What follows belongs to an exercise in optimizing a design on an open flow for small area and a short achievable clock period; a production flow would make more cautious choices. In this exercise RTL edits were held to simulation tests only and were not proved equivalent to the original.

===== flow/flow/run.sh =====
#!/bin/bash
set -euo pipefail
cd "$(dirname "$0")/.."
bash standard.sh SETUP_SLACK_MARGIN=23 "BUFFER_PORTS_ARGS=-buffer_cell sky130_fd_sc_hd__buf_4" finish > standard_flow.log 2>&1

===== flow/standard.sh =====
#!/bin/bash
# synth_recipe.tcl (not shown) runs the flow's synth.tcl, then flattens the netlist and writes it again
# the make line also repeats each setting of config.mk as NAME=value (left out here)
make -C /OpenROAD-flow-scripts/flow DESIGN_CONFIG=/design/flow/config.mk WORK_HOME=/design/flow/orfs CLKGATE_MAP_FILE= SYNTH_SCRIPT=/design/flow/synth_recipe.tcl "${@:-finish}"

===== flow/config.mk =====
export PLATFORM = sky130hd
export DESIGN_NAME = elidon_core
export DESIGN_NICKNAME = elidon_core
export VERILOG_FILES = /design/flow/design.v
export SDC_FILE = /design/flow/constraint.sdc
export NUM_CORES = 4
export LEC_CHECK = 0
export ABC_AREA = 1
export CAP_MARGIN = 20
export CORE_MARGIN = 2
export CORE_UTILIZATION = 40
export CTS_BUF_LIST = sky130_fd_sc_hd__clkbuf_8 sky130_fd_sc_hd__clkbuf_16
export CTS_CLUSTER_DIAMETER = 100
export CTS_CLUSTER_SIZE = 30
export SLEW_MARGIN = 20

===== flow/constraint.sdc =====
create_clock -name core_clock -period 32.0 [get_ports {clock}]
set_input_delay 6.4000 -clock core_clock [delete_from_list [all_inputs] [get_ports {clock}]]
set_output_delay 6.4000 -clock core_clock [all_outputs]
set_load 0.01 [all_outputs]

===== flow/design.v =====
module elidon_core(
  input         clock,
  input         reset,
  output [15:0] imem_addr,
  input  [15:0] imem_rdata,
  output [15:0] dmem_addr,
  output        dmem_read,
  output        dmem_write,
  output [15:0] dmem_wdata,
  input  [15:0] dmem_rdata
);
  reg  [15:0] pc2;
  reg  [15:0] f_ins;
  reg  [15:0] f_rA;
  reg  [15:0] f_rB;
  reg         f_hitA;
  reg         f_hitB;
  reg  [15:0] w_last;
  reg  [255:0] rf;
  reg  [15:0] d_ins;
  reg  [15:0] d_rs1;
  reg  [15:0] d_tgt;
  reg         d_jmp;
  reg         d_bez;
  reg         d_jr;
  reg         d_z;
  reg  [7:0] d_rem;
  reg  [7:0] d_qhi;
  reg  [7:0] d_alo;
  reg  [15:0] d_ub;
  reg         d_sa;
  reg         d_sb;
  reg  [17:0] d_t3;
  reg  [15:0] e_res;
  reg         e_neg;
  reg  [15:0] e_rdsv;
  reg         e_wb;
  reg         e_st;
  reg         e_ld;
  reg  [15:0] m_wv;
  wire [3:0]  op = d_ins[15:12];
  wire        op_c = op == 4'hc;
  wire        op_d = op == 4'hd;
  wire        op_e = op == 4'he;
  wire        op_f = op == 4'hf;
  wire        br_en = d_jmp | (d_bez & d_z);
  wire [15:0] br_pc = d_jr ? d_rs1 : d_tgt;
  assign imem_addr = br_en ? br_pc : pc2;
  always @(posedge clock) begin
    if (reset) pc2 <= 16'h0;
    else pc2 <= imem_addr + 16'h2;
    f_ins <= imem_rdata;
  end
  wire [3:0]  f_op = f_ins[15:12];
  wire [3:0]  ra = imem_rdata[15] ? imem_rdata[7:4] : imem_rdata[11:8];
  wire [3:0]  rb = imem_rdata[3:0];
  wire [15:0] rA = f_hitA ? w_last : f_rA;
  wire [15:0] rB = f_hitB ? w_last : f_rB;
  wire [15:0] wb_data = e_ld ? dmem_rdata : m_wv;
  wire [3:0]  wb_addr = e_rdsv[3:0];
  wire        wb_en = e_ld | e_wb;
  wire [15:0] wb_d = reset ? 16'h0 : wb_data;
  genvar gi;
  generate
    for (gi = 0; gi < 16; gi = gi + 1) begin : g_rf
      always @(posedge clock) begin
        if (reset | (wb_en & (wb_addr == gi))) rf[gi*16 +: 16] <= wb_d;
      end
    end
  endgenerate
  always @(posedge clock) begin
    f_rA   <= rf[ra*16 +: 16];
    f_rB   <= rf[rb*16 +: 16];
    f_hitA <= reset | (wb_en & (wb_addr == ra));
    f_hitB <= reset | (wb_en & (wb_addr == rb));
    w_last <= wb_d;
  end
  wire [15:0] f_offm2 = (f_op == 4'hc) ? {{8{f_ins[7]}}, f_ins[7:0]} - 16'h2 :
                        (f_op == 4'he) ? 16'h0 : {{4{f_ins[11]}}, f_ins[11:0]} - 16'h2;
  wire        sa = rA[15];
  wire        sb = rB[15];
  wire [15:0] a_below;
  wire [15:0] b_below;
  assign a_below[0] = 1'b0;
  assign b_below[0] = 1'b0;
  generate
    for (gi = 1; gi < 16; gi = gi + 1) begin : g_abs
      assign a_below[gi] = |rA[gi-1:0];
      assign b_below[gi] = |rB[gi-1:0];
    end
  endgenerate
  wire [15:0] ua1 = rA ^ ({16{sa}} & a_below);
  wire [15:0] ub = rB ^ ({16{sb}} & b_below);
  wire [17:0] t3 = {2'b0, ub} + {1'b0, ub, 1'b0};
  wire [1:0] r0_x = ua1[15:14];
  wire [2:0] r0_s1 = {1'b0, r0_x[1:0]} - {1'b0, ub[1:0]};
  wire r0_g1 = (sb ? ((&rB[15:2]) & (|rB[1:0])) : ~(|rB[15:2])) & ~r0_s1[2];
  wire [1:0] r0_s2 = {1'b0, r0_x[1:1]} - {1'b0, ub[0:0]};
  wire r0_g2 = (sb ? ((&rB[15:1]) & (|rB[0:0])) : ~(|rB[15:1])) & ~r0_s2[1];
  wire [2:0] r0_s3 = {1'b0, r0_x} - {1'b0, t3[1:0]};
  wire r0_g3 = (sb ? (rB >= 16'd65535) : (rB <= 16'd1)) & ~r0_s3[2];
  wire [1:0] r0_q = {r0_g2, r0_g3 | (r0_g1 & ~r0_g2)};
  wire [1:0] r0_r = r0_g3 ? r0_s3[1:0] : r0_g2 ? {r0_s2[0:0], r0_x[0]} :
                       r0_g1 ? r0_s1[1:0] : r0_x;
  wire [1:0] r0_ro = r0_r[1:0];
  wire [3:0] r1_x = {r0_ro[1:0], ua1[13:12]};
  wire [4:0] r1_s1 = {1'b0, r1_x[3:0]} - {1'b0, ub[3:0]};
  wire r1_g1 = (sb ? ((&rB[15:4]) & (|rB[3:0])) : ~(|rB[15:4])) & ~r1_s1[4];
  wire [3:0] r1_s2 = {1'b0, r1_x[3:1]} - {1'b0, ub[2:0]};
  wire r1_g2 = (sb ? ((&rB[15:3]) & (|rB[2:0])) : ~(|rB[15:3])) & ~r1_s2[3];
  wire [4:0] r1_s3 = {1'b0, r1_x} - {1'b0, t3[3:0]};
  wire r1_g3 = (sb ? (rB >= 16'd65531) : (rB <= 16'd5)) & ~r1_s3[4];
  wire [1:0] r1_q = {r1_g2, r1_g3 | (r1_g1 & ~r1_g2)};
  wire [3:0] r1_r = r1_g3 ? r1_s3[3:0] : r1_g2 ? {r1_s2[2:0], r1_x[0]} :
                       r1_g1 ? r1_s1[3:0] : r1_x;
  wire [3:0] r1_ro = r1_r[3:0];
  wire [5:0] r2_x = {r1_ro[3:0], ua1[11:10]};
  wire [6:0] r2_s1 = {1'b0, r2_x[5:0]} - {1'b0, ub[5:0]};
  wire r2_g1 = (sb ? ((&rB[15:6]) & (|rB[5:0])) : ~(|rB[15:6])) & ~r2_s1[6];
  wire [5:0] r2_s2 = {1'b0, r2_x[5:1]} - {1'b0, ub[4:0]};
  wire r2_g2 = (sb ? ((&rB[15:5]) & (|rB[4:0])) : ~(|rB[15:5])) & ~r2_s2[5];
  wire [6:0] r2_s3 = {1'b0, r2_x} - {1'b0, t3[5:0]};
  wire r2_g3 = (sb ? (rB >= 16'd65515) : (rB <= 16'd21)) & ~r2_s3[6];
  wire [1:0] r2_q = {r2_g2, r2_g3 | (r2_g1 & ~r2_g2)};
  wire [5:0] r2_r = r2_g3 ? r2_s3[5:0] : r2_g2 ? {r2_s2[4:0], r2_x[0]} :
                       r2_g1 ? r2_s1[5:0] : r2_x;
  wire [5:0] r2_ro = r2_r[5:0];
  wire [7:0] r3_x = {r2_ro[5:0], ua1[9:8]};
  wire [8:0] r3_s1 = {1'b0, r3_x[7:0]} - {1'b0, ub[7:0]};
  wire r3_g1 = (sb ? ((&rB[15:8]) & (|rB[7:0])) : ~(|rB[15:8])) & ~r3_s1[8];
  wire [7:0] r3_s2 = {1'b0, r3_x[7:1]} - {1'b0, ub[6:0]};
  wire r3_g2 = (sb ? ((&rB[15:7]) & (|rB[6:0])) : ~(|rB[15:7])) & ~r3_s2[7];
  wire [8:0] r3_s3 = {1'b0, r3_x} - {1'b0, t3[7:0]};
  wire r3_g3 = (sb ? (rB >= 16'd65451) : (rB <= 16'd85)) & ~r3_s3[8];
  wire [1:0] r3_q = {r3_g2, r3_g3 | (r3_g1 & ~r3_g2)};
  wire [7:0] r3_r = r3_g3 ? r3_s3[7:0] : r3_g2 ? {r3_s2[6:0], r3_x[0]} :
                       r3_g1 ? r3_s1[7:0] : r3_x;
  wire [7:0] r3_ro = r3_r[7:0];
  always @(posedge clock) begin
    d_ins <= f_ins;
    d_rs1 <= rA;
    d_tgt <= pc2 + f_offm2;
    d_jmp <= (f_op == 4'hd) | (f_op == 4'he) | (f_op == 4'hf);
    d_bez <= f_op == 4'hc;
    d_jr  <= (f_op == 4'hd) | (f_op == 4'he);
    d_z   <= rA == 16'h0;
    d_rem <= r3_ro;
    d_qhi <= {r0_q, r1_q, r2_q, r3_q};
    d_alo <= ua1[7:0];
    d_ub  <= ub;
    d_sa  <= sa;
    d_sb  <= sb;
    d_t3  <= t3;
  end
  wire [9:0] r4_x = {d_rem[7:0], d_alo[7:6]};
  wire [10:0] r4_s1 = {1'b0, r4_x[9:0]} - {1'b0, d_ub[9:0]};
  wire r4_g1 = (d_ub[15:10] == 6'h0) & ~r4_s1[10];
  wire [9:0] r4_s2 = {1'b0, r4_x[9:1]} - {1'b0, d_ub[8:0]};
  wire r4_g2 = (d_ub[15:9] == 7'h0) & ~r4_s2[9];
  wire [10:0] r4_s3 = {1'b0, r4_x} - {1'b0, d_t3[9:0]};
  wire r4_g3 = (d_t3[17:10] == 8'h0) & ~r4_s3[10];
  wire [1:0] r4_q = {r4_g2, r4_g3 | (r4_g1 & ~r4_g2)};
  wire [9:0] r4_r = r4_g3 ? r4_s3[9:0] : r4_g2 ? {r4_s2[8:0], r4_x[0]} :
                       r4_g1 ? r4_s1[9:0] : r4_x;
  wire [9:0] r4_ro = r4_r[9:0];
  wire [11:0] r5_x = {r4_ro[9:0], d_alo[5:4]};
  wire [12:0] r5_s1 = {1'b0, r5_x[11:0]} - {1'b0, d_ub[11:0]};
  wire r5_g1 = (d_ub[15:12] == 4'h0) & ~r5_s1[12];
  wire [11:0] r5_s2 = {1'b0, r5_x[11:1]} - {1'b0, d_ub[10:0]};
  wire r5_g2 = (d_ub[15:11] == 5'h0) & ~r5_s2[11];
  wire [12:0] r5_s3 = {1'b0, r5_x} - {1'b0, d_t3[11:0]};
  wire r5_g3 = (d_t3[17:12] == 6'h0) & ~r5_s3[12];
  wire [1:0] r5_q = {r5_g2, r5_g3 | (r5_g1 & ~r5_g2)};
  wire [11:0] r5_r = r5_g3 ? r5_s3[11:0] : r5_g2 ? {r5_s2[10:0], r5_x[0]} :
                       r5_g1 ? r5_s1[11:0] : r5_x;
  wire [11:0] r5_ro = r5_r[11:0];
  wire [13:0] r6_x = {r5_ro[11:0], d_alo[3:2]};
  wire [14:0] r6_s1 = {1'b0, r6_x[13:0]} - {1'b0, d_ub[13:0]};
  wire r6_g1 = (d_ub[15:14] == 2'h0) & ~r6_s1[14];
  wire [13:0] r6_s2 = {1'b0, r6_x[13:1]} - {1'b0, d_ub[12:0]};
  wire r6_g2 = (d_ub[15:13] == 3'h0) & ~r6_s2[13];
  wire [14:0] r6_s3 = {1'b0, r6_x} - {1'b0, d_t3[13:0]};
  wire r6_g3 = (d_t3[17:14] == 4'h0) & ~r6_s3[14];
  wire [1:0] r6_q = {r6_g2, r6_g3 | (r6_g1 & ~r6_g2)};
  wire [13:0] r6_r = r6_g3 ? r6_s3[13:0] : r6_g2 ? {r6_s2[12:0], r6_x[0]} :
                       r6_g1 ? r6_s1[13:0] : r6_x;
  wire [13:0] r6_ro = r6_r[13:0];
  wire [15:0] r7_x = {r6_ro[13:0], d_alo[1:0]};
  wire [16:0] r7_s1 = {1'b0, r7_x[15:0]} - {1'b0, d_ub[15:0]};
  wire r7_g1 = 1'b1 & ~r7_s1[16];
  wire [15:0] r7_s2 = {1'b0, r7_x[15:1]} - {1'b0, d_ub[14:0]};
  wire r7_g2 = (d_ub[15:15] == 1'h0) & ~r7_s2[15];
  wire [16:0] r7_s3 = {1'b0, r7_x} - {1'b0, d_t3[15:0]};
  wire r7_g3 = (d_t3[17:16] == 2'h0) & ~r7_s3[16];
  wire [1:0] r7_q = {r7_g2, r7_g3 | (r7_g1 & ~r7_g2)};
  wire [15:0] r7_r = r7_g3 ? r7_s3[15:0] : r7_g2 ? {r7_s2[14:0], r7_x[0]} :
                       r7_g1 ? r7_s1[15:0] : r7_x;
  wire [14:0] r7_ro = r7_r[14:0];
  wire [15:0] quo = {d_qhi, r4_q, r5_q, r6_q, r7_q};
  wire        b_zero = d_ub == 16'h0;
  wire [15:0] ub_below;
  assign ub_below[0] = 1'b0;
  generate
    for (gi = 1; gi < 16; gi = gi + 1) begin : g_rs2
      assign ub_below[gi] = |d_ub[gi-1:0];
    end
  endgenerate
  wire [15:0] rs2 = d_ub ^ ({16{d_sb}} & ub_below);
  wire        is_div = op == 4'h6;
  wire        use_sub = (op == 4'h3) | (op == 4'h5);
  wire [15:0] add_b = use_sub ? ~rs2 :
                      (op[3] ? {12'h0, d_ins[3:0]} : rs2);
  wire [15:0] added = d_rs1 + add_b + {15'h0, use_sub};
  wire        slt = (d_rs1[15] ^ rs2[15]) ? d_rs1[15] : added[15];
  wire        is_sh = op == 4'h4;
  wire        sh_right = d_sb;
  wire [3:0]  sh_amt = d_ub[3:0];
  wire        sh_big = d_ub[15:4] != 12'h0;
  wire [15:0] sh_pow = sh_big ? 16'h0 : (16'h1 << sh_amt);
  wire [15:0] rs1_rev;
  wire [15:0] mul_rev;
  wire [15:0] ma = (is_sh & sh_right) ? rs1_rev : d_rs1;
  wire [15:0] mbv = is_sh ? sh_pow : rs2;
  generate
    for (gi = 0; gi < 16; gi = gi + 1) begin : g_rev
      assign rs1_rev[gi] = d_rs1[15-gi];
      assign mul_rev[gi] = mul[15-gi];
    end
  endgenerate
  wire [15:0] sh_out = sh_right ? mul_rev : mul;
  wire [16:0] mb = {mbv, 1'b0};
  reg  [15:0] pp [0:7];
  reg  [7:0]  pneg;
  integer i;
  always @(*) begin
    for (i = 0; i < 8; i = i + 1) begin : g_booth
      reg b0, b1, b2;
      reg [15:0] s;
      b0 = mb[2*i]; b1 = mb[2*i+1]; b2 = mb[2*i+2];
      s = (b1 ^ b0) ? ma :
          ((b2 & ~b1 & ~b0) | (~b2 & b1 & b0)) ? {ma[14:0], 1'b0} : 16'h0;
      pneg[i] = b2 & ~(b1 & b0);
      pp[i] = (pneg[i] ? ~s : s) << (2*i);
    end
  end
  wire [15:0] mul = pp[0] + pp[1] + pp[2] + pp[3] + pp[4] + pp[5] + pp[6] + pp[7] +
    {1'b0, pneg[7], 1'b0, pneg[6], 1'b0, pneg[5], 1'b0, pneg[4],
     1'b0, pneg[3], 1'b0, pneg[2], 1'b0, pneg[1], 1'b0, pneg[0]};
  reg [15:0] alu;
  always @(*) begin
    case (op)
      4'h0: alu = d_rs1 & rs2;
      4'h1: alu = ~(d_rs1 | rs2);
      4'h2: alu = added;
      4'h3: alu = added;
      4'h4: alu = sh_out;
      4'h5: alu = {15'h0, slt};
      4'h6: alu = b_zero ? 16'h0 : quo;
      4'h7: alu = mul;
      4'h8: alu = added;
      4'h9: alu = added;
      4'ha: alu = {d_ins[7:0], d_rs1[7:0]};
      4'hb: alu = {d_rs1[15:8], d_ins[7:0]};
      4'hd: alu = 16'h0;
      default: alu = d_tgt;
    endcase
  end
  always @(posedge clock) begin
    if (reset) begin
      e_res  <= 16'h0;
      e_neg  <= 1'b0;
      e_rdsv <= 16'h0;
      e_wb   <= 1'b0;
      e_st   <= 1'b0;
      e_ld   <= 1'b0;
    end else begin
      e_res  <= alu;
      e_neg  <= is_div & ~b_zero & (d_sa ^ d_sb);
      e_rdsv <= (op == 4'h9) ? d_rs1 : {12'h0, d_ins[11:8]};
      e_wb   <= ~((op == 4'h9) | op_f | op_d | op_c);
      e_st   <= op == 4'h9;
      e_ld   <= op == 4'h8;
    end
  end
  wire [15:0] below;
  assign below[0] = 1'b0;
  generate
    for (gi = 1; gi < 16; gi = gi + 1) begin : g_below
      assign below[gi] = |e_res[gi-1:0];
    end
  endgenerate
  assign dmem_addr  = e_res ^ (below & {16{e_neg}});
  assign dmem_read  = e_ld;
  assign dmem_write = e_st;
  assign dmem_wdata = e_rdsv;
  always @(posedge clock) begin
    m_wv <= e_rdsv;
  end
endmodule

==> results.json, run 1 <==
{
  "layout.cells.most_common_list": "nand2_1, inv_1, o21ai_0",
  "crit_path_cell_count": 12,
  "crit_path_start": "imem_rdata[15]",
  "grt_setup_unrepaired": "yes",
  "timing.setup.critical_path_class": "in2reg",
  "final_cell_area_um2": 40750,
  "post_route_cells_drive_above_1_share_pct": 9.781,
  "cts_hold_buf": 0,
  "grt_start_max_net_pins": 127,
  "critical_path.top_delay_family": "buffers and inverters",
  "synth-edff-count": 256,
  "post_synth_and_or_nand_nor_area_fraction_pct": 17.82,
  "number_of_detailed_routing_iterations_run_before_antenna_repair": 5,
  "finish_stage_setup_viols": 0,
  "die_x_um": 307.7,
  "final-max-slew-violation-count": 0,
  "drtIter0Drc": 3089,
  "synth_top_family_by_area": "compound AO/OA/AOI/OAI gates",
  "path_cells": "buf_4 > inv_1 > or2_2 > nand2_2 > buf_4 > inv_6 > buf_6 > a21oi_1 > o21ai_0 > o21ai_0 > o221ai_1 > nand2_1",
  "groute.usage.overall_pct": 25.33,
  "critPathSlowestCell": "buf_6",
  "buffer_ports.inserted": 83,
  "max_stage_delay_ps": 690,
  "setup_tns_ps": 0,
  "dp.final_hpwl_um": 89420,
  "critical_path_buf_inv_count": 5,
  "largest_register_ff_count": 256,
  "yosysSeqAreaShare_pct": 34.01,
  "syn-cell-area_um2": 36900,
  "timing.critical_path.arrival_ps": 9290,
  "diodes": 0,
  "synth-compound-area-share_pct": 20.94,
  "report.final.hold_viol_count": 0,
  "yosys_register_bits": 499,
  "gp_routability_congestion": 0.9847,
  "cts.sink_count": 499,
  "area_growth_pct": 10.43,
  "die_area_um2": 94700,
  "crit_path_start_kind": "input pin",
  "asyncSetResetFlopFracSynth_pct": 0,
  "detail_route.wl_per_cell_um": 20.53,
  "maxSlewHeadroom_pct": 20.83,
  "whs_path_depth": 0,
  "ys.warnings.count": 2,
  "run_status": "complete, no violations",
  "timing_worst_slew_pin_value_ps": 1179,
  "avgSynthCellArea_um2": 7.704,
  "cts_buffers": 23,
  "reg2regPathDepth": 54,
  "die-height_um": 307.7,
  "mostFrequentLayoutCell": "nand2_1",
  "post-route-min-period_ps": 8805,
  "period_share_pct": 27.52,
  "capturing_element_type_of_the_critical_path": "register",
  "overall_via_count_from_detail_route": 33510,
  "cts_max_path_buffers": 3,
  "design.final.nets": 5215,
  "synth_nets": 5175,
  "worstPathRequired_ps": 32480,
  "placed_area_um2": 38830,
  "synth_top_flop_cell": "edfxtp_1",
  "clock_transition_at_the_registers_of_the_reported_paths_ps": 110,
  "maxCapViolations": 0,
  "multi_input_area_um2": 22000,
  "antenna_left": 0,
  "clock-root-buffer": "clkbuf_16",
  "max_freq_mhz": 113.6,
  "clk_latency_ps": 590,
  "seq_area_um2": 12560,
  "clock-skew-final_ps": 41.46,
  "ys_types": 69,
  "std_cell_rows": 111,
  "cts.htree.levels": 1,
  "grt_first_pass_wirelength_um": 185900,
  "largestRegisters": "rf: 256 flops, d_t3: 18 flops",
  "detail_route.wirelength_um": 123800,
  "synth_fa_ha_area_share_pct": 13.18,
  "finalHoldWorstSlack_ps": 360.9,
  "gr-total-overflow": 0,
  "yosys-mux-area-fraction_pct": 0.1221,
  "route.detailed.vias_per_inst": 5.555,
  "filler_cell_count": 9242,
  "drt_drc_violations_left": 0,
  "cts_tree": "yes",
  "initial_core_util_pct": 40.32,
  "largest-register": "rf",
  "min_path_type": "reg2reg",
  "synthXorXnorAreaFrac_pct": 5.435,
  "critPathMaxFanout": 113,
  "holdCritStartpoint": "f_ins[2]$_DFF_P_",
  "vias_in_the_first_global_route": 31160,
  "synth_cells": 4790,
  "top_level_ports": 84,
  "fp.coreArea_um2": 91520,
  "number_of_antenna_violations_at_the_first_check_in_global_routing": 2,
  "critical_path.reg2reg.startpoint": "d_t3[17]$_DFF_P_"
}
kinds of logic (layout without fill, tap and decap cells):
logic type / count (synthesis) / in the layout
AND/OR/NAND/NOR: 1536 / 1539
buffers and inverters: 810 / 863
adder cells (fa/ha/maj): 351 / 351
multiplexers: 4 / 4
XOR/XNOR: 229 / 229
flip-flops: 499 / 499
AO/OA/AOI/OAI: 1361 / 1361
worst register-to-register path: cells and delay by family, from the launching register on:
family	cells	cell delay, ps
AOI/OAI and AO/OA	19	2690
adders and majority gates	3	960
buffers and inverters	4	610
DFF	1	340
and+or+nand+nor	28	4000
cell type report:
type / count / share of cell area (%)
Clock buffer: 24 / 1.474
Sequential cell: 499 / 30.83
Timing Repair Buffer: 179 / 3.470
Multi-Input combinational cell: 3484 / 54.00
Clock inverter: 17 / 0.5158
Inverter: 643 / 6.067
Tap cell: 1186 / 3.641
Yosys cell counts (22+ instances only):
master      n  area [µm²]
a21oi_1   435        2177
clkbuf_1  132       495.5
dfxtp_1   243        4865
edfxtp_1  256        7687
fa_1       63        1261
ha_1      288        3603
inv_1     615        2308
nand2_1   766        2875
nand2_2    24       150.1
nand3_1   233        1166
nand4_1    36       225.2
nor2_1    344        1291
nor3_1     51       255.2
o211ai_1   73       548.0
o21ai_0   595        2978
o21ai_1    28       140.1
o21bai_1   27       202.7
o221ai_1   59       516.8
or2_2      22       137.6
xnor2_1    65       569.3
xor2_1    164        1436
through the flow:
step                util, %  instances  worst slack (ps)
finish                44.52       6032             23190
global route          44.52       6032             22680
CTS                   43.51       5987             22970
detailed placement    42.43       5935             21560
global placement      42.42       5935             21630
floorplan                 -       4790             23890
final timing paths:
check                   endpoint  slack (ps)
min reg2reg     d_ins[2]$_DFF_P_         360
max              f_rA[6]$_DFF_P_       23190
max reg2reg  e_res[0]$_SDFF_PP0_       23290
min             d_ins[2]$_DFF_P_         360
timing repair:
action,4_1_cts,5_1_grt
pin swaps,0,20
resized for setup,30,123
cloned,0,3
setup endpoints to repair,11,35
setup buffers,11,41
metal layers:
metal	track usage, %	vias up	routed length [µm]
met5	0	-	27
met4	8.395	4	4762
met3	2.319	200	7550
met2	42.61	1126	57770
met1	34.14	15740	53710
li1	-	16440	-
==> inputs of run 2 (changes only) <==
--- a/flow/config.mk
+++ b/flow/config.mk
@@ -11,5 +11,5 @@
 export CORE_UTILIZATION = 40
 export CTS_BUF_LIST = sky130_fd_sc_hd__clkbuf_8 sky130_fd_sc_hd__clkbuf_16
 export CTS_CLUSTER_DIAMETER = 100
-export CTS_CLUSTER_SIZE = 30
+export CTS_CLUSTER_SIZE = 20
 export SLEW_MARGIN = 20
==> run 2 against run 1 <==
  * Sequential share of layout area hardly changed
  * Wire length grew 0.73%
  * Cell count grew 0.30%
  * Hold slack worse by 4.5 ps
  * Critical path depth up 2
  * Die area did not move
  * Synthesized cell count did not move
  * Largest cell class unchanged
  * Non-clock buffer count rose by 7
==> results.json, run 2 <==
{
  "run_status": "complete, no violations",
  "dp.final_hpwl_um": 89420,
  "grt_first_pass_wirelength_um": 186700,
  "synth.most_common_cell": "nand2_1",
  "path_cells": "nor2_4 > nand2_2 > nor2_4 > nand2_2 > nor2_2 > inv_2 > nor2_4 > nand2_2 > nor2_2 > inv_2 > o21ai_2 > nand2_1 > xor2_1 > buf_4",
  "cts_hold_buf": 0,
  "clock_transition_at_the_registers_of_the_reported_paths_ps": 80,
  "post_synth_and_or_nand_nor_area_fraction_pct": 17.82,
  "max_freq_mhz": 113.3,
  "maxSlewHeadroom_pct": 27.75,
  "synth_top_family_by_area": "compound AO/OA/AOI/OAI gates",
  "synthXorXnorAreaFrac_pct": 5.435,
  "top_level_ports": 84,
  "maxCapViolations": 0,
  "critPathSlowestCell": "dfxtp_4",
  "post-route-util_pct": 44.62,
  "synth_nets": 5175,
  "gr-total-overflow": 0,
  "synth_fa_ha_area_share_pct": 13.18,
  "synth-edff-count": 256,
  "synth.top_cells.by_count": "nand2_1, inv_1, o21ai_0",
  "largestRegisters": "rf: 256 flops, d_t3: 18 flops",
  "syn-cell-area_um2": 36900,
  "largest_register_ff_count": 256,
  "cts_max_path_buffers": 3,
  "groute.usage.overall_pct": 25.42,
  "die_area_um2": 94700,
  "seq_area_um2": 12570,
  "cts_tree": "yes",
  "crit_path_start_kind": "register",
  "clock-root-buffer": "clkbuf_16",
  "die_x_um": 307.7,
  "area_growth_pct": 10.66,
  "die-height_um": 307.7,
  "worstPathRequired_ps": 25600,
  "timing_worst_slew_pin_value_ps": 1072,
  "clock-skew-final_ps": 30.42,
  "finish_stage_setup_viols": 0,
  "ys_types": 69,
  "route.detailed.vias_per_inst": 5.564,
  "vias_in_the_first_global_route": 31290,
  "setup_tns_ps": 0,
  "cts_buffers": 30,
  "report.final.hold_viol_count": 0,
  "timing.setup.critical_path_class": "reg2out",
  "detail_route.wl_per_cell_um": 20.62,
  "cts.htree.levels": 1,
  "avgSynthCellArea_um2": 7.704,
  "diodes": 0,
  "finalHoldWorstSlack_ps": 356.4,
  "buffer_ports.inserted": 83,
  "max_stage_delay_ps": 370,
  "mostFrequentLayoutCell": "nand2_1",
  "post-route-min-period_ps": 8826,
  "yosys_register_bits": 499,
  "asyncSetResetFlopFracSynth_pct": 0,
  "largest-register": "rf",
  "layout.cells.most_common_list": "nand2_1, inv_1, o21ai_0",
  "min_path_type": "reg2reg",
  "timing.critical_path.arrival_ps": 2430,
  "ys.warnings.count": 2,
  "antenna_left": 0,
  "multi_input_area_um2": 21960,
  "synth_cells": 4790,
  "design.final.nets": 5230,
  "synth_top_cells_by_area": "edfxtp_1, dfxtp_1, ha_1",
  "synth_top_flop_cell": "edfxtp_1",
  "initial_core_util_pct": 40.32,
  "overall_via_count_from_detail_route": 33670,
  "detail_route.wirelength_um": 124700,
  "number_of_detailed_routing_iterations_run_before_antenna_repair": 6,
  "post-route-worst-setup-slack_ps": 23170,
  "final-max-slew-violation-count": 0,
  "fp.coreArea_um2": 91520,
  "period_share_pct": 27.58,
  "number_of_antenna_violations_at_the_first_check_in_global_routing": 1,
  "yosys-mux-area-fraction_pct": 0.1221,
  "area_fraction_of_the_dominant_cell_type_after_synthesis_pct": 20.83,
  "filler_cell_count": 9229,
  "critPathMaxFanout": 3,
  "drt_drc_violations_left": 0,
  "yosysSeqAreaShare_pct": 34.01,
  "gp_routability_congestion": 0.9847,
  "clk_latency_ps": 640,
  "grt_start_max_net_pins": 127,
  "post_route_cells_drive_above_1_share_pct": 10.01,
  "setup_slack_at_placement_ps": 21560,
  "cts.sink_count": 499,
  "std_cell_rows": 111,
  "grt_setup_unrepaired": "yes",
  "synth-compound-area-share_pct": 20.94,
  "synth_area_leader_cell": "edfxtp_1",
  "capturing_element_type_of_the_critical_path": "output pin",
  "drtIter0Drc": 2971
}
run 2: metrics by stage:
step	instance area, µm²	cells
2_1_floorplan	36900	4790
3_3_place_gp	38820	5935
3_5_place_dp	38830	5935
4_1_cts	39920	5997
5_1_grt	40840	6050
6_report	40840	6050
run 2: area by class of cell:
type	instances	share of cell area (%)
multi-input combinational	3485	53.77
clock buffer	32	1.906
inverter	643	6.054
clock inverter	19	0.3156
timing repair buffer	186	3.530
sequential	499	30.79
tap	1186	3.634
run 2: worst paths after layout:
kind / slack (ps) / to / start / depth (start not counted)
worst max-delay path: 23170 / dmem_addr[15] / e_res[1]$_SDFF_PP0_ / 14
worst min-delay path: 360 / d_ins[0]$_DFF_P_ / f_ins[0]$_DFF_P_ / 0
worst max register to register: 23410 / e_res[0]$_SDFF_PP0_ / d_t3[1]$_DFF_P_ / 62
worst min register to register: 360 / d_ins[0]$_DFF_P_ / f_ins[0]$_DFF_P_ / 0
run 2: metal layers:
layer | vias up | track usage [%] | part of all wire, %
met3 | 220 | 2.202 | 6.3
met2 | 1178 | 42.67 | 47
met5 | - | 0 | 0.010
li1 | 16450 | - | -
met1 | 15820 | 34.28 | 43
met4 | 2 | 8.780 | 4.0
run 2: repair_timing:
| item | in CTS | in global routing |
|---|---|---|
| buffers inserted | 11 | 48 |
| resized for setup | 32 | 130 |
| pin swaps | 0 | 25 |
| endpoints found under the setup margin | 12 | 40 |
| cloned | 0 | 4 |
run 2: worst max-delay path, delay by kind of cell, from the launching register on:
family,cells,cell delay [ps]
DFF,1,370
buffers and inverters,3,240
xor gates and xnor gates,1,160
and+or+nand+nor,9,890
AOI/OAI and AO/OA,1,160
run 2: kinds of logic after synthesis:
group           count (synthesis)
xor+xnor                      229
simple gates                 1536
fa+ha+maj                     351
mux                             4
buf+inv                       810
compound gates               1361
flops                         499
==> inputs of run 3 (changes only) <==
--- a/flow/config.mk
+++ b/flow/config.mk
@@ -9,7 +9,6 @@
 export CAP_MARGIN = 20
 export CORE_MARGIN = 2
 export CORE_UTILIZATION = 40
-export CTS_BUF_LIST = sky130_fd_sc_hd__clkbuf_8 sky130_fd_sc_hd__clkbuf_16
-export CTS_CLUSTER_DIAMETER = 100
-export CTS_CLUSTER_SIZE = 20
+export CTS_BUF_LIST = sky130_fd_sc_hd__clkbuf_4 sky130_fd_sc_hd__clkbuf_8
+export CTS_CLUSTER_SIZE = 30
 export SLEW_MARGIN = 20
==> run 3 against run 2 <==
  * Clock skew up 14 ps
  * Still clean on timing, DRC and antenna
  * Core utilization increased by 0.99 points
  * Via count up 1.2%
  * Flip-flop and latch count did not move
  * Cell count is 1.8% higher
==> results.json, run 3 <==
{
  "run_status": "complete, no violations",
  "detail_route.wl_per_cell_um": 20.43,
  "avgSynthCellArea_um2": 7.704,
  "report.final.hold_viol_count": 0,
  "post-route-util_pct": 45.60,
  "hold-path-endpoint": "d_ins[3]$_DFF_P_",
  "yosysSeqAreaShare_pct": 34.01,
  "worst-r2r-setup-slack_ps": 23410,
  "clk_latency_ps": 710,
  "grt_start_max_net_pins": 127,
  "critPathMaxFanout": 4,
  "cts_max_path_buffers": 3,
  "number_of_antenna_violations_at_the_first_check_in_global_routing": 2,
  "drt_drc_violations_left": 0,
  "mostFrequentLayoutCell": "nand2_1",
  "synth_nets": 5175,
  "timing.setup.critical_path_class": "reg2out",
  "die_x_um": 307.7,
  "grt_setup_unrepaired": "yes",
  "met3_routing_resource_usage_after_global_routing_pct": 3.214,
  "cts_tree": "yes",
  "cts.sink_count": 499,
  "capturing_element_type_of_the_critical_path": "output pin",
  "clock-skew-final_ps": 44.40,
  "post-route-worst-setup-slack_ps": 23170,
  "drtIter0Drc": 3164,
  "synth_cells": 4790,
  "max_freq_mhz": 113.3,
  "setup_tns_ps": 0,
  "grt_first_pass_wirelength_um": 188900,
  "min_path_type": "reg2reg",
  "route.detailed.vias_per_inst": 5.532,
  "grt_use_met2_pct": 42.87,
  "synth_top_cells_by_area": "edfxtp_1, dfxtp_1, ha_1",
  "largest_register_ff_count": 256,
  "buffer_ports.inserted": 83,
  "gr-total-overflow": 0,
  "die_area_um2": 94700,
  "number_of_detailed_routing_iterations_run_before_antenna_repair": 6,
  "finalHoldWorstSlack_ps": 354.9,
  "r2r_end": "e_res[0]$_SDFF_PP0_",
  "final-max-slew-violation-count": 0,
  "fp.coreArea_um2": 91520,
  "timing.critical_path.arrival_ps": 2430,
  "period_share_pct": 27.59,
  "largest-register": "rf",
  "antenna_left": 0,
  "yosys_register_bits": 499,
  "crit_path_start_kind": "register",
  "top_level_ports": 84,
  "synth_top_flop_cell": "edfxtp_1",
  "ys.warnings.count": 2,
  "synth_area_leader_cell": "edfxtp_1",
  "cts_buffers": 88,
  "finish_stage_setup_viols": 0,
  "post-route-min-period_ps": 8828,
  "synth.most_common_cell": "nand2_1",
  "largestRegisters": "rf: 256 flops, d_t3: 18 flops",
  "area_fraction_of_the_dominant_cell_type_after_synthesis_pct": 20.83,
  "syn-cell-area_um2": 36900,
  "setup_slack_at_placement_ps": 21560,
  "critical_path.reg2reg.startpoint": "d_ub[5]$_DFF_P_",
  "whs_path_depth": 0,
  "maxCapViolations": 0,
  "worstPathRequired_ps": 25600,
  "clock-root-buffer": "clkbuf_8",
  "design.final.nets": 5284,
  "layout.cells.most_common_list": "nand2_1, inv_1, o21ai_0",
  "overall_via_count_from_detail_route": 34080,
  "timing_worst_slew_pin_value_ps": 1050,
  "maxSlewHeadroom_pct": 29.75,
  "synth-edff-count": 256,
  "post_route_cells_drive_above_1_share_pct": 12.01,
  "reg2regPathDepth": 59,
  "area_growth_pct": 13.11,
  "dp.final_hpwl_um": 89420,
  "synth.top_cells.by_count": "nand2_1, inv_1, o21ai_0",
  "use_met1_pct": 34.43,
  "grt.busiest_layer": "met2",
  "asyncSetResetFlopFracSynth_pct": 0,
  "std_cell_rows": 111,
  "initial_core_util_pct": 40.32,
  "ys_types": 69,
  "cts.htree.levels": 3,
  "cts_hold_buf": 0,
  "die-height_um": 307.7,
  "groute.usage.overall_pct": 25.87,
  "detail_route.wirelength_um": 125800,
  "vias_in_the_first_global_route": 31890,
  "holdCritStartpoint": "f_ins[3]$_DFF_P_",
  "clock_transition_at_the_registers_of_the_reported_paths_ps": 60,
  "gp_routability_congestion": 0.9847
}
==> run 3: cell count changes in the layout (fill, tap and decap cells not counted), moves of 4 or more <==
cell       delta
buf_4         -4
clkbuf_16    -30
clkbuf_4     +39
clkbuf_8     +97
clkinv_1      +7
clkinv_2      +9
inv_1        -15
==> run 3: how the worst max path moves through the flow <==
stage | slack (ps) | cells past startpoint | endpoint | from
after floorplan | 23890 | 7 | imem_addr[12] | d_bez$_DFF_P_
after global placement | 21630 | 57 | e_res[0]$_SDFF_PP0_ | d_ub[1]$_DFF_P_
after detailed placement | 21560 | 56 | e_res[0]$_SDFF_PP0_ | d_ub[1]$_DFF_P_
after CTS | 22920 | 64 | e_res[0]$_SDFF_PP0_ | d_ub[2]$_DFF_P_
after global routing | 22670 | 63 | e_res[0]$_SDFF_PP0_ | d_ub[5]$_DFF_P_
final | 23170 | 14 | dmem_addr[15] | e_res[0]$_SDFF_PP0_
==> run 3: through the flow <==
stage               instances  area (µm²)
finish                   6160       41740
global route             6160       41740
CTS                      6111       40900
detailed placement       5935       38830
global placement         5935       38820
floorplan                4790       36900
==> run 3: cells by family (layout without fill, tap and decap cells) <==
kind of cell               after synthesis  in the layout  share of synthesized area (%)
buffers and inverters                  810            989                          8.483
other                                    0              2                              0
muxes                                    4              4                         0.1221
xor gates and xnor gates               229            229                          5.435
AOI/OAI and AO/OA                     1361           1361                          20.94
and+or+nand+nor                       1536           1539                          17.82
adders and majority gates              351            351                          13.18
DFF                                    499            499                          34.01
==> run 3: layer usage <==
metal | part of all wire (%) | up-vias
met5 | 0.010 | -
met4 | 3.9 | 2
met3 | 6.5 | 253
met2 | 46 | 1239
met1 | 43 | 15980
li1 | - | 16610
==> run 3: worst max-delay path: stages (launching register included) <==
cell     delay [ps]
dfxtp_2         370
nor2_1          100
nand2_1          80
nor2_2          100
nand2_1          80
nor2_1           90
inv_1            60
nor2_2          130
nand2_1          90
nor2_1           90
inv_1            60
o21ai_2         140
nand2_1          80
xor2_1          160
buf_4           140
==> run 3: layout make-up <==
class	instances	area, µm²
diodes	2	5.005
flip-flops and latches	499	12570
fillers	9170	49790
clock buffers	138	1655
clock inverters	25	203.9
inverters	643	2470
multi-input cells	3484	21920
well taps	1186	1484
repair buffers	183	1431
==> run 3: repair_timing <==
| action | 4_1_cts | 5_1_grt |
|---|---|---|
| setup buffers | 13 | 43 |
| resized for setup | 34 | 117 |
| endpoints found under the setup margin | 16 | 26 |
| pin swaps | 0 | 21 |
| cloned | 0 | 3 |
==> inputs of run 4 (changes only) <==
==> flow/flow/run.sh (replaced) <==
#!/bin/bash
set -euo pipefail
cd "$(dirname "$0")/.."
bash standard.sh SETUP_SLACK_MARGIN=23.5 "BUFFER_PORTS_ARGS=-buffer_cell sky130_fd_sc_hd__buf_4" finish > standard_flow.log 2>&1
==> run 4 against run 3 <==
  * Fmax down 1.2%
  * Global-route usage grew 0.10 points
  * Highest routed layer is now met4
  * Wire length rose by 2.0%
  * Register-to-register slack better by 310 ps
  * Cell count rose by 1.3%
  * First-iteration DRC count down 0.60%
==> results.json, run 4 <==
{
  "holdCritStartpoint": "f_ins[3]$_DFF_P_",
  "dp.final_hpwl_um": 89420,
  "mostFrequentLayoutCell": "nand2_1",
  "clock_transition_at_the_registers_of_the_reported_paths_ps": 60,
  "period_share_pct": 27.92,
  "setup_tns_ps": 0,
  "number_of_antenna_violations_at_the_first_check_in_global_routing": 1,
  "area_growth_pct": 17.16,
  "min_path_type": "reg2reg",
  "timing.critical_path.arrival_ps": 2530,
  "route.detailed.vias_per_inst": 5.542,
  "yosys_register_bits": 499,
  "asyncSetResetFlopFracSynth_pct": 0,
  "yosysSeqAreaShare_pct": 34.01,
  "detail_route.wl_per_cell_um": 20.56,
  "synth.most_common_cell": "nand2_1",
  "gr-total-overflow": 0,
  "finalHoldWorstSlack_ps": 352.0,
  "synth_nets": 5175,
  "groute.usage.overall_pct": 25.97,
  "die-height_um": 307.7,
  "crit_path_start_kind": "register",
  "ys.warnings.count": 2,
  "initial_core_util_pct": 40.32,
  "antenna_left": 0,
  "vias_in_the_first_global_route": 32170,
  "report.final.hold_viol_count": 0,
  "buffer_ports.inserted": 83,
  "syn-cell-area_um2": 36900,
  "design.final.nets": 5362,
  "maxCapViolations": 0,
  "avgSynthCellArea_um2": 7.704,
  "fp.coreArea_um2": 91520,
  "synth_cells": 4790,
  "timing_worst_slew_pin_value_ps": 1059,
  "filler_cell_count": 9068,
  "r2r_end": "e_res[0]$_SDFF_PP0_",
  "capturing_element_type_of_the_critical_path": "output pin",
  "gp_routability_congestion": 0.9847,
  "critical_path.reg2reg.startpoint": "d_ub[15]$_DFF_P_",
  "final_cell_area_um2": 43230,
  "synth_top_flop_cell": "edfxtp_1",
  "clock-root-buffer": "clkbuf_8",
  "cts_max_path_buffers": 3,
  "reg2regPathDepth": 55,
  "worstPathRequired_ps": 25600,
  "grt_start_max_net_pins": 127,
  "clock-skew-final_ps": 39.24,
  "post-route-min-period_ps": 8933,
  "std_cell_rows": 111,
  "run_status": "complete, no violations",
  "largest-register": "rf",
  "number_of_detailed_routing_iterations_run_before_antenna_repair": 6,
  "layout.cells.most_common_list": "nand2_1, inv_1, o21ai_0",
  "hold-path-endpoint": "d_ins[3]$_DFF_P_",
  "cts_tree": "yes",
  "ys_types": 69,
  "placed_area_um2": 38830,
  "synth-edff-count": 256,
  "whs_path_depth": 0,
  "top_level_ports": 84,
  "overall_via_count_from_detail_route": 34580,
  "critPathMaxFanout": 2,
  "synth.top_cells.by_count": "nand2_1, inv_1, o21ai_0",
  "final-max-slew-violation-count": 0,
  "largestRegisters": "rf: 256 flops, d_t3: 18 flops",
  "detail_route.wirelength_um": 128300,
  "die_x_um": 307.7,
  "clk_latency_ps": 720,
  "drt_drc_violations_left": 0,
  "worst-r2r-setup-slack_ps": 23720,
  "maxSlewHeadroom_pct": 29.16,
  "cts.sink_count": 499,
  "post-route-util_pct": 47.24,
  "synth_top_cells_by_area": "edfxtp_1, dfxtp_1, ha_1",
  "die_area_um2": 94700,
  "cts.htree.levels": 3,
  "drtIter0Drc": 3145,
  "post_route_cells_drive_above_1_share_pct": 15.82,
  "grt_first_pass_wirelength_um": 189800,
  "timing.setup.critical_path_class": "reg2out",
  "max_freq_mhz": 111.9,
  "finish_stage_setup_viols": 0,
  "synth_area_leader_cell": "edfxtp_1",
  "area_fraction_of_the_dominant_cell_type_after_synthesis_pct": 20.83,
  "largest_register_ff_count": 256,
  "cts_buffers": 88,
  "grt_setup_unrepaired": "yes"
}
[run 4: cell counts after synthesis]
Identical to the previous run, type by type.
[run 4: worst max-delay path: stages, from the launching register on]
cell,delay [ps]
dfxtp_4,380
nor2_4,40
nand2_2,80
nor2_4,40
buf_4,130
buf_4,130
buf_4,120
buf_4,120
buf_4,120
buf_4,120
inv_2,50
o21ai_0,90
xnor2_1,270
buf_4,160
[run 4: logic make-up after synthesis]
kind of cell    after synthesis  synth area share, %
compound gates             1361                20.94
flops                       499                34.01
simple gates               1536                17.82
xor+xnor                    229                5.435
mux                           4               0.1221
fa+ha+maj                   351                13.18
buf+inv                     810                8.483
[run 4: repair_timing]
item | in CTS | in global routing
hold buffers | 0 | 0
setup buffers | 49 | 82
pin swaps | 12 | 89
gates cloned | 0 | 6
resized for setup | 92 | 255
endpoints found under the setup margin | 46 | 40
[run 4: worst max-delay path by stage]
stage                                endpoint  cells past startpoint  slack (ps)                start
after floorplan                 imem_addr[12]                      7       23890        d_bez$_DFF_P_
after global placement    e_res[0]$_SDFF_PP0_                     57       21630      d_ub[1]$_DFF_P_
after detailed placement  e_res[0]$_SDFF_PP0_                     56       21560      d_ub[1]$_DFF_P_
after CTS                       dmem_addr[15]                     14       23160  e_res[1]$_SDFF_PP0_
after global routing            dmem_addr[13]                     15       22910  e_res[1]$_SDFF_PP0_
final                            dmem_addr[5]                     13       23070  e_res[0]$_SDFF_PP0_
[run 4: layout make-up]
class | count | area (µm²) | area share, %
Tap cell | 1186 | 1484 | 3.432
Multi-Input combinational cell | 3486 | 22700 | 52.50
Clock buffer | 138 | 1655 | 3.829
Sequential cell | 499 | 12590 | 29.12
Clock inverter | 25 | 203.9 | 0.4717
Inverter | 643 | 2489 | 5.756
Timing Repair Buffer | 259 | 2108 | 4.877
Antenna cell | 3 | 7.507 | 0.01736
[run 4: routing by layer]
metal	track usage, %	part of all wire, %	vias to the layer above
li1	-	-	16790
met1	34.42	43	16310
met2	43.14	47	1218
met3	3.193	6.1	259
met4	9.938	4.2	0
met5	0	0	-
[run 4: through the flow]
stage	instances	worst slack (ps)
global route	6238	22910
CTS	6147	23160
finish	6239	23070
detailed placement	5935	21560
floorplan	4790	23890
global placement	5935	21630
==> inputs of run 5 (changes only) <==
==> flow/flow/run.sh (replaced) <==
#!/bin/bash
# Layout flow: the standard flow (standard.sh: the standard synthesis and the ORFS
# steps, unchanged), run whole, with two optimisation settings passed to ORFS's make:
set -euo pipefail
cd "$(dirname "$0")/.."
bash standard.sh SETUP_SLACK_MARGIN=23 "BUFFER_PORTS_ARGS=-buffer_cell sky130_fd_sc_hd__buf_4" finish > standard_flow.log 2>&1
--- a/flow/config.mk
+++ b/flow/config.mk
@@ -9,6 +9,8 @@
 export CAP_MARGIN = 20
 export CORE_MARGIN = 2
 export CORE_UTILIZATION = 40
-export CTS_BUF_LIST = sky130_fd_sc_hd__clkbuf_4 sky130_fd_sc_hd__clkbuf_8
-export CTS_CLUSTER_SIZE = 30
+export CTS_BUF_LIST = sky130_fd_sc_hd__clkbuf_8 sky130_fd_sc_hd__clkbuf_16
+export CTS_CLUSTER_DIAMETER = 100
+export CTS_CLUSTER_SIZE = 20
+export PLACE_DENSITY = 0.7
 export SLEW_MARGIN = 20
==> run 5 against run 4 <==
  * Largest cell class unchanged
  * Synthesized cell count unchanged
  * Cell count down 3.1%
  * Critical path depth up 1
  * Core utilization down 2.7 points
==> results.json, run 5 <==
{
  "run_status": "complete, no violations",
  "synth_top_flop_cell": "edfxtp_1",
  "timing_worst_slew_pin_value_ps": 1296,
  "setup_tns_ps": 0,
  "initial_core_util_pct": 40.32,
  "die_area_um2": 94700,
  "capturing_element_type_of_the_critical_path": "output pin",
  "finalHoldWorstSlack_ps": 359.1,
  "fp.coreArea_um2": 91520,
  "mostFrequentLayoutCell": "nand2_1",
  "dp.final_hpwl_um": 86480,
  "cts_max_path_buffers": 3,
  "min_path_type": "reg2reg",
  "die-height_um": 307.7,
  "critPathMaxFanout": 3,
  "gr-total-overflow": 0,
  "crit_path_start_kind": "register",
  "synth_top_cells_by_area": "edfxtp_1, dfxtp_1, ha_1",
  "final_cell_count_no_fill": 6043,
  "worstPathRequired_ps": 25600,
  "max_freq_mhz": 113.7,
  "synth.top_cells.by_count": "nand2_1, inv_1, o21ai_0",
  "number_of_antenna_violations_at_the_first_check_in_global_routing": 0,
  "area_fraction_of_the_dominant_cell_type_after_synthesis_pct": 20.83,
  "post_route_cells_drive_above_1_share_pct": 9.697,
  "number_of_detailed_routing_iterations_run_before_antenna_repair": 6,
  "worst-r2r-setup-slack_ps": 23440,
  "design.final.nets": 5223,
  "ys_types": 69,
  "clk_latency_ps": 640,
  "cts.sink_count": 499,
  "top_level_ports": 84,
  "timing.critical_path.arrival_ps": 2390,
  "overall_via_count_from_detail_route": 34340,
  "cts.htree.levels": 1,
  "synth.most_common_cell": "nand2_1",
  "avgSynthCellArea_um2": 7.704,
  "largestRegisters": "rf: 256 flops, d_t3: 18 flops",
  "placed_area_um2": 38800,
  "syn-cell-area_um2": 36900,
  "area_growth_pct": 10.56,
  "post-route-min-period_ps": 8794,
  "yosysSeqAreaShare_pct": 34.01,
  "cts_buffers": 30,
  "maxSlewHeadroom_pct": 13.27,
  "synth_cells": 4790,
  "period_share_pct": 27.48,
  "synth_area_leader_cell": "edfxtp_1",
  "clock-root-buffer": "clkbuf_16",
  "timing.setup.critical_path_class": "reg2out",
  "clock_transition_at_the_registers_of_the_reported_paths_ps": 80,
  "die_x_um": 307.7,
  "grt_start_max_net_pins": 125,
  "final-max-slew-violation-count": 0,
  "clock-skew-final_ps": 51.04,
  "vias_in_the_first_global_route": 31570,
  "detail_route.wl_per_cell_um": 19.97,
  "layout.cells.most_common_list": "nand2_1, inv_1, o21ai_0",
  "synth-edff-count": 256,
  "diodes": 0,
  "finish_stage_setup_viols": 0,
  "place_inst": 5937,
  "grt_first_pass_wirelength_um": 181200,
  "yosys_register_bits": 499,
  "drt_drc_violations_left": 0,
  "maxCapViolations": 0,
  "antenna_left": 0,
  "report.final.hold_viol_count": 0,
  "drtIter0Drc": 3679,
  "groute.usage.overall_pct": 24.39,
  "largest-register": "rf",
  "std_cell_rows": 111,
  "detail_route.wirelength_um": 120700,
  "buffer_ports.inserted": 83,
  "ys.warnings.count": 2,
  "final_cell_area_um2": 40800,
  "gp_routability_congestion": 1.012,
  "filler_cell_count": 9014,
  "route.detailed.vias_per_inst": 5.683,
  "cts_tree": "yes",
  "grt_setup_unrepaired": "yes",
  "asyncSetResetFlopFracSynth_pct": 0,
  "synth_nets": 5175,
  "largest_register_ff_count": 256
}
run 5: critical path: stages, from the launching register on:
cell and delay, ps:
dfxtp_1 350, nor2_1 110, nand2_1 70, nor2_1 120, nand2_1 80, nor2_1 90
inv_1 60, nor2_2 130, nand2_1 100, nor2_1 100, inv_1 70, o21ai_2 150
nand2_1 80, xor2_1 150, buf_4 150
run 5: cells by family (layout without fill, tap and decap cells):
kind of cell / Yosys count / after routing / share of synthesized area [%]
fa+ha+maj: 351 / 351 / 13.18
xor+xnor: 229 / 229 / 5.435
compound gates: 1361 / 1361 / 20.94
buf+inv: 810 / 875 / 8.483
flops: 499 / 499 / 34.01
simple gates: 1536 / 1538 / 17.82
mux: 4 / 4 / 0.1221
run 5: routing by layer:
metal / vias to the layer above / part of all wire (%) / GRT usage (%) / routed length [µm]
li1: 16430 / - / - / -
met1: 16100 / 42 / 32.60 / 50740
met2: 1521 / 45 / 39.85 / 54840
met3: 299 / 8.0 / 3.283 / 9700
met4: 0 / 4.5 / 9.620 / 5405
met5: - / 0 / 0 / 0
run 5: stage by stage:
step / setup WS [ps] / utilization, %
floorplan: 23890 / -
global placement: 21810 / 42.38
detailed placement: 21660 / 42.39
CTS: 22990 / 43.64
global route: 22800 / 44.58
finish: 23210 / 44.58
run 5: layout make-up:
| cell class | count | area, µm² | area share (%) |
|---|---|---|---|
| multi-input cells | 3483 | 21940 | 53.78 |
| clock inverters | 19 | 152.6 | 0.3741 |
| inverters | 643 | 2469 | 6.051 |
| flip-flops and latches | 499 | 12570 | 30.82 |
| well taps | 1186 | 1484 | 3.637 |
| clock buffers | 32 | 778.2 | 1.908 |
| repair buffers | 181 | 1403 | 3.438 |
run 5: final timing paths:
path	from	end	depth (start not counted)
max	e_res[1]$_SDFF_PP0_	dmem_addr[15]	14
min	f_ins[2]$_DFF_P_	d_ins[2]$_DFF_P_	0
max reg2reg	d_t3[17]$_DFF_P_	e_res[0]$_SDFF_PP0_	55
min reg2reg	f_ins[2]$_DFF_P_	d_ins[2]$_DFF_P_	0
run 5: repair_timing:
item / 4_1_cts / 5_1_grt
endpoints found under the setup margin: 12 / 19
buffers inserted: 11 / 42
resized for setup: 40 / 125
cloned: 0 / 2
hold buffers: 0 / 0
pin swaps: 2 / 25
==> inputs of run 6 (changes only) <==
--- a/flow/config.mk
+++ b/flow/config.mk
@@ -12,5 +12,4 @@
 export CTS_BUF_LIST = sky130_fd_sc_hd__clkbuf_8 sky130_fd_sc_hd__clkbuf_16
 export CTS_CLUSTER_DIAMETER = 100
 export CTS_CLUSTER_SIZE = 20
-export PLACE_DENSITY = 0.7
 export SLEW_MARGIN = 20
==> run 6 against run 5 <==
  * Non-clock buffer count increased by 5
  * Highest routed layer is now met5
  * First-iteration DRC count down 19%
  * Fmax shrank 0.36%
  * Still clean
==> results.json, run 6 <==
{
  "report.final.hold_viol_count": 0,
  "die-height_um": 307.7,
  "cts_max_path_buffers": 3,
  "cts_tree": "yes",
  "asyncSetResetFlopFracSynth_pct": 0,
  "yosysSeqAreaShare_pct": 34.01,
  "buffer_ports.inserted": 83,
  "maxSlewHeadroom_pct": 27.75,
  "cts.sink_count": 499,
  "fp.coreArea_um2": 91520,
  "drt_drc_violations_left": 0,
  "layout.cells.most_common_list": "nand2_1, inv_1, o21ai_0",
  "number_of_detailed_routing_iterations_run_before_antenna_repair": 6,
  "initial_core_util_pct": 40.32,
  "clock-root-buffer": "clkbuf_16",
  "avgSynthCellArea_um2": 7.704,
  "clock-skew-final_ps": 30.42,
  "grt_setup_unrepaired": "yes",
  "synth_area_leader_cell": "edfxtp_1",
  "largest_register_ff_count": 256,
  "filler_cell_count": 9229,
  "synth.most_common_cell": "nand2_1",
  "critPathMaxFanout": 3,
  "gr-total-overflow": 0,
  "top_level_ports": 84,
  "final-max-slew-violation-count": 0,
  "cts_buffers": 30,
  "yosys_register_bits": 499,
  "std_cell_rows": 111,
  "syn-cell-area_um2": 36900,
  "place_inst": 5935,
  "yosys-mux-area-fraction_pct": 0.1221,
  "timing.critical_path.arrival_ps": 2430,
  "detail_route.wl_per_cell_um": 20.62,
  "final_cell_count_no_fill": 6050,
  "synth_nets": 5175,
  "detail_route.wirelength_um": 124700,
  "grt_first_pass_wirelength_um": 186700,
  "cts.htree.levels": 1,
  "worstPathRequired_ps": 25600,
  "overall_via_count_from_detail_route": 33670,
  "finish_stage_setup_viols": 0,
  "design.final.nets": 5230,
  "setup_tns_ps": 0,
  "capturing_element_type_of_the_critical_path": "output pin",
  "synthXorXnorAreaFrac_pct": 5.435,
  "area_growth_pct": 10.66,
  "die_area_um2": 94700,
  "drtIter0Drc": 2971,
  "min_path_type": "reg2reg",
  "max_freq_mhz": 113.3,
  "diodes": 0,
  "synth_cells": 4790,
  "synth_top_cells_by_area": "edfxtp_1, dfxtp_1, ha_1",
  "largestRegisters": "rf: 256 flops, d_t3: 18 flops",
  "post_route_cells_drive_above_1_share_pct": 10.01,
  "synth-compound-area-share_pct": 20.94,
  "route.detailed.vias_per_inst": 5.564,
  "post-route-min-period_ps": 8826,
  "area_fraction_of_the_dominant_cell_type_after_synthesis_pct": 20.83,
  "synth_fa_ha_area_share_pct": 13.18,
  "clock_transition_at_the_registers_of_the_reported_paths_ps": 80,
  "dp.final_hpwl_um": 89420,
  "timing.setup.critical_path_class": "reg2out",
  "synth_top_flop_cell": "edfxtp_1",
  "cts_hold_buf": 0,
  "clk_latency_ps": 640,
  "synth.top_cells.by_count": "nand2_1, inv_1, o21ai_0",
  "grt_start_max_net_pins": 127,
  "ys.warnings.count": 2,
  "vias_in_the_first_global_route": 31290,
  "largest-register": "rf",
  "groute.usage.overall_pct": 25.42,
  "synth-edff-count": 256,
  "die_x_um": 307.7,
  "crit_path_start_kind": "register",
  "gp_routability_congestion": 0.9847,
  "run_status": "complete, no violations",
  "number_of_antenna_violations_at_the_first_check_in_global_routing": 1,
  "mostFrequentLayoutCell": "nand2_1",
  "post-route-worst-setup-slack_ps": 23170,
  "ys_types": 69,
  "synth_top_family_by_area": "compound AO/OA/AOI/OAI gates",
  "setup_slack_at_placement_ps": 21560,
  "antenna_left": 0,
  "timing_worst_slew_pin_value_ps": 1072,
  "post_synth_and_or_nand_nor_area_fraction_pct": 17.82,
  "period_share_pct": 27.58,
  "maxCapViolations": 0
}
run 6: logic make-up (layout without fill, tap and decap cells):
group	count (synthesis)	in the layout
multiplexers	4	4
adder cells (fa/ha/maj)	351	351
AND/OR/NAND/NOR	1536	1540
AO/OA/AOI/OAI	1361	1361
XOR/XNOR	229	229
buffers and inverters	810	880
flip-flops	499	499
run 6: worst paths after layout:
check | cells past startpoint | slack [ps] | end | from
worst min register to register | 0 | 360 | d_ins[0]$_DFF_P_ | f_ins[0]$_DFF_P_
worst max register to register | 62 | 23410 | e_res[0]$_SDFF_PP0_ | d_t3[1]$_DFF_P_
worst max-delay path | 14 | 23170 | dmem_addr[15] | e_res[1]$_SDFF_PP0_
worst min-delay path | 0 | 360 | d_ins[0]$_DFF_P_ | f_ins[0]$_DFF_P_
run 6: critical path, stage by stage, from the launching register on:
cell     delay [ps]
dfxtp_4         370
nor2_4          110
nand2_2          80
nor2_4          120
nand2_2          60
nor2_2          120
inv_2            60
nor2_4          130
nand2_2          70
nor2_2          120
inv_2            40
o21ai_2         160
nand2_1          80
xor2_1          160
buf_4           140
run 6: routing by layer:
layer  wire (µm)  vias up  GRT usage, %
met5          13        -             0
met3        7918      220         2.202
met1       53840    15820         34.28
met4        4949        2         8.780
li1            -    16450             -
met2       58010     1178         42.67
run 6: cell type report:
type | count | area (µm²) | share of cell area (%)
repair buffers | 186 | 1441 | 3.530
clock inverters | 19 | 128.9 | 0.3156
multi-input cells | 3485 | 21960 | 53.77
clock buffers | 32 | 778.2 | 1.906
well taps | 1186 | 1484 | 3.634
inverters | 643 | 2472 | 6.054
flip-flops and latches | 499 | 12570 | 30.79
run 6: metrics by stage:
step                hold slack, ps  util (%)  instance area [µm²]
floorplan                    330.6         -                36900
global placement             336.7     42.42                38820
detailed placement           340.9     42.43                38830
CTS                          357.3     43.62                39920
global route                 362.9     44.62                40840
finish                       356.4     44.62                40840
run 6: repair_timing:
action | in CTS | in global routing
buffers inserted | 11 | 48
cloned | 0 | 4
setup endpoints to repair | 12 | 40
resized for setup | 32 | 130
pin swaps | 0 | 25

## re-timing with driven ports
The flow's constraints put no driver on any port. The routed layouts listed below were extracted and timed again, unchanged, in two steps. Step 1, drivers: a clkbuf_16 drives clock and a buf_2 each remaining input, both assumed. Step 2, shift: input delay + t, output delay - t, t = (earliest + latest rising clock arrival at the registers) / 2. This alone moves slack from input paths to output paths. Slacks: no drivers / after step 1 / after step 2; pairs: no drivers / after step 1.
| run | t (ns) | setup slack, ns | worst hold slack (ns) | latest minus earliest clock arrival (ns) | cell pins on the clock port's net |
|---|---|---|---|---|---|
| run 1 | 0.648 | 23.195 / 23.138 / 22.585 | 0.361 / 0.361 / 0.361 | 0.063 / 0.062 | 1 |
| run 2 | 0.686 | 23.174 / 23.111 / 22.599 | 0.356 / 0.356 / 0.356 | 0.039 / 0.039 | 1 |
| run 3 | 0.750 | 23.172 / 23.111 / 22.569 | 0.355 / 0.355 / 0.355 | 0.049 / 0.049 | 1 |
| run 4 | 0.754 | 23.067 / 23.007 / 22.928 | 0.352 / 0.352 / 0.352 | 0.045 / 0.046 | 1 |
| run 5 | 0.683 | 23.206 / 23.144 / 22.688 | 0.359 / 0.359 / 0.359 | 0.057 / 0.058 | 1 |
| run 6 | 0.686 | 23.174 / 23.111 / 22.599 | 0.356 / 0.356 / 0.356 | 0.039 / 0.039 | 1 |
After both steps setup and hold are still met in every run listed. The setup slack of run 1, which loses most, moves by -0.057 ns with the drivers and by -0.610 ns with both steps.
